This is an optimization exercise on Yosys and OpenROAD, whose aim is small area and a short achievable clock period, not a production implementation. Power and IR drop assume default switching activity.

## Q
## RvTop
module RvTop(
  input         clock,
  input         reset,
  output        imem_valid,
  output [31:0] imem_addr,
  input  [31:0] imem_rdata,
  output        dmem_valid,
  output [31:0] dmem_addr,
  output [31:0] dmem_wdata,
  output [3:0]  dmem_wmask,
  output        dmem_we,
  input  [31:0] dmem_rdata,
  output        rvfi_valid,
  output [31:0] rvfi_insn,
  output [31:0] rvfi_pc,
  output [31:0] rvfi_mem_addr,
  output [3:0]  rvfi_mem_wmask,
  output [31:0] rvfi_mem_wdata
);
For scale: about 6700 cells after synthesis, roughly 1600 flip-flops, ~300 I/O pins, ~0.075 mm^2 of cells after synthesis.
clock: 10.0 ns
lec_check: 0
cap_margin: 20
core_margin: 2
core_utilization: 30
place_density: 0.45
setup_slack_margin: 5
slew_margin: 20
run.sh (not shown) runs the stock make flow with config.mk's settings and CLKGATE_MAP_FILE= SYNTH_SCRIPT=/design/flow/synth_recipe.tcl, a recipe that flattens the netlist after the stock synthesis.
#### Input delta (R over Q)
-- flow/design.v --
<<< Q, line 72
            op == OP_JALR || op == OP_LUI || op == OP_AUIPC;
  endfunction
  reg d_jal, d_jalr, d_br, d_ld;
  reg e_br, e_ld, e_st, e_rw, ei_u, ei_s, ei_i;
  reg m_ld, m_st, m_rw;
  reg w_ld, w_rw;
  wire [4:0] m_rd = m_ins[11:7];
  wire [4:0] w_rd = w_ins[11:7];
>>> R, line 72
            op == OP_JALR || op == OP_LUI || op == OP_AUIPC;
  endfunction
  wire d_jal  = d_op == OP_JAL;
  wire d_jalr = d_op == OP_JALR;
  wire d_br   = d_op == OP_B;
  wire d_ld   = d_op == OP_L;
  wire e_br   = e_op == OP_B;
  wire e_ld   = e_op == OP_L;
  wire m_ld   = m_op == OP_L;
  wire m_st   = m_op == OP_S;
  wire w_ld   = w_op == OP_L;
  wire m_rw   = rw_of(m_op);
  wire w_rw   = rw_of(w_op);
  wire [4:0] m_rd = m_ins[11:7];
  wire [4:0] w_rd = w_ins[11:7];
<<< Q, line 158
  reg ba_m, ba_w, bb_m, bb_w;
  wire [4:0] e_rd  = e_ins[11:7];
  wire n_fa1 = e_rw & (e_rd != 5'd0) & (e_rd == d_rs1);
  wire n_fa2 = ~n_fa1 & m_rw & (m_rd != 5'd0) & (m_rd == d_rs1);
>>> R, line 165
  reg ba_m, ba_w, bb_m, bb_w;
  wire [4:0] e_rd  = e_ins[11:7];
  wire e_rw  = rw_of(e_op);
  wire n_fa1 = e_rw & (e_rd != 5'd0) & (e_rd == d_rs1);
  wire n_fa2 = ~n_fa1 & m_rw & (m_rd != 5'd0) & (m_rd == d_rs1);
<<< Q, line 188
      {c_sum, c_usub, c_sll, c_srl, c_lt, c_xor, c_or, c_and, c_pass} <= 9'b100000000;
      {ba_m, ba_w, bb_m, bb_w} <= 4'b0000;
      {d_jal, d_jalr, d_br, d_ld} <= 4'b0000;
      {e_br, e_ld, e_st, e_rw, ei_u, ei_s, ei_i} <= 7'b0000001;
      {m_ld, m_st, m_rw, w_ld, w_rw} <= 5'b00000;
    end else begin
      d_jal  <= ~stall & (imem_rdata[6:0] == OP_JAL);
      d_jalr <= ~stall & (imem_rdata[6:0] == OP_JALR);
      d_br   <= ~stall & (imem_rdata[6:0] == OP_B);
      d_ld   <= ~stall & (imem_rdata[6:0] == OP_L);
      e_br <= d_br;
      e_ld <= d_ld;
      e_st <= d_op == OP_S;
      e_rw <= rw_of(d_op);
      ei_u <= d_a0;
      ei_s <= d_op == OP_S;
      ei_i <= ~d_a0 & ~d_br & (d_op != OP_S);
      m_ld <= e_ld;
      m_st <= e_st;
      m_rw <= e_rw;
      w_ld <= m_ld;
      w_rw <= m_rw;
      s1_pc <= d_auipc | d_br;
      s1_m  <= n_fa1 & ~d_a0 & ~d_br;
>>> R, line 196
      {c_sum, c_usub, c_sll, c_srl, c_lt, c_xor, c_or, c_and, c_pass} <= 9'b100000000;
      {ba_m, ba_w, bb_m, bb_w} <= 4'b0000;
    end else begin
      s1_pc <= d_auipc | d_br;
      s1_m  <= n_fa1 & ~d_a0 & ~d_br;
<<< Q, line 234
  end
  wire [31:0] fwd_b = fb_m ? m_alu : fb_w ? w_alu : e_r2;
  wire [31:0] e_imm =
      ({32{ei_u}} & {e_ins[31:12], 12'h0}) |
      ({32{ei_s}} & {{20{e_ins[31]}}, e_ins[31:25], e_ins[11:7]}) |
      ({32{e_br}} & {{20{e_ins[31]}}, e_ins[7], e_ins[30:25], e_ins[11:8], 1'b0}) |
      ({32{ei_i}} & {{20{e_ins[31]}}, e_ins[31:20]});
  wire [31:0] op1 = ({32{s1_pc}} & e_pc) | ({32{s1_m}} & m_alu) |
                    ({32{s1_w}} & w_alu) | ({32{s1_r}} & e_r1);
>>> R, line 223
  end
  wire [31:0] fwd_b = fb_m ? m_alu : fb_w ? w_alu : e_r2;
  wire e_lui   = e_op == OP_LUI;
  wire e_auipc = e_op == OP_AUIPC;
  wire e_s     = e_op == OP_S;
  wire [31:0] e_imm = (e_lui | e_auipc) ? {e_ins[31:12], 12'h0} :
                      e_s ? {{20{e_ins[31]}}, e_ins[31:25], e_ins[11:7]} :
                      e_br ? {{20{e_ins[31]}}, e_ins[7], e_ins[30:25], e_ins[11:8], 1'b0} :
                      {{20{e_ins[31]}}, e_ins[31:20]};
  wire [31:0] op1 = ({32{s1_pc}} & e_pc) | ({32{s1_m}} & m_alu) |
                    ({32{s1_w}} & w_alu) | ({32{s1_r}} & e_r1);
--- outcome ---
Share of total power in sequential cells | R above Q
Delta (R minus Q): global-route usage -0.58 points, sequential cell count of the final layout decreased 15, well tap count now sits at about the same level.
Die area is higher on Q
R vs. Q: cell area climbed about 0.38%; sequential cell area fell by 290 um^2; share of cells above drive strength 1 moved down; share of total power in combinational logic picked up an extra 0.6 points.
Compared to Q, R has number of instances in the placed design about 1.3% higher.
Sort R and Q by via count, ascending, and Q comes first.
Compare R and Q | hold slack lower: Q
Function was not checked in any run of this note: the RTL went through the layout flow alone.

## static timing again, ports no longer ideal
The flow's constraints put no driver on any port. The routed layouts listed below were extracted and timed again, unchanged, in two steps. Step 1 sets driving cells, clkbuf_16 on the clock port and buf_2 on the other inputs (assumed; they add their load-dependent delay and slew). Step 2 moves the port delays by t, midway between the first and last clock arrival at a register: inputs arrive t later, outputs are due t later. That takes back most of the time a late clock gives input paths. Three values: no drivers, after step 1, after step 2; two values: the first two.
run | t (ns) | setup WS [ns] | worst hold slack (ns) | worst data-port slew with drivers (ns) | cell pins on the clock port's net
Q | 0.950 | 5.056 / 4.957 / 4.837 | 0.298 / 0.298 / 0.298 | 0.14 | 1
R | 0.931 | 4.925 / 4.925 / 4.345 | 0.313 / 0.313 / 0.313 | 0.12 | 1
After both steps setup and hold are still met in every run listed. For R, which loses most, drivers alone change the setup slack by 0.000 ns; drivers and shift together by -0.580 ns.
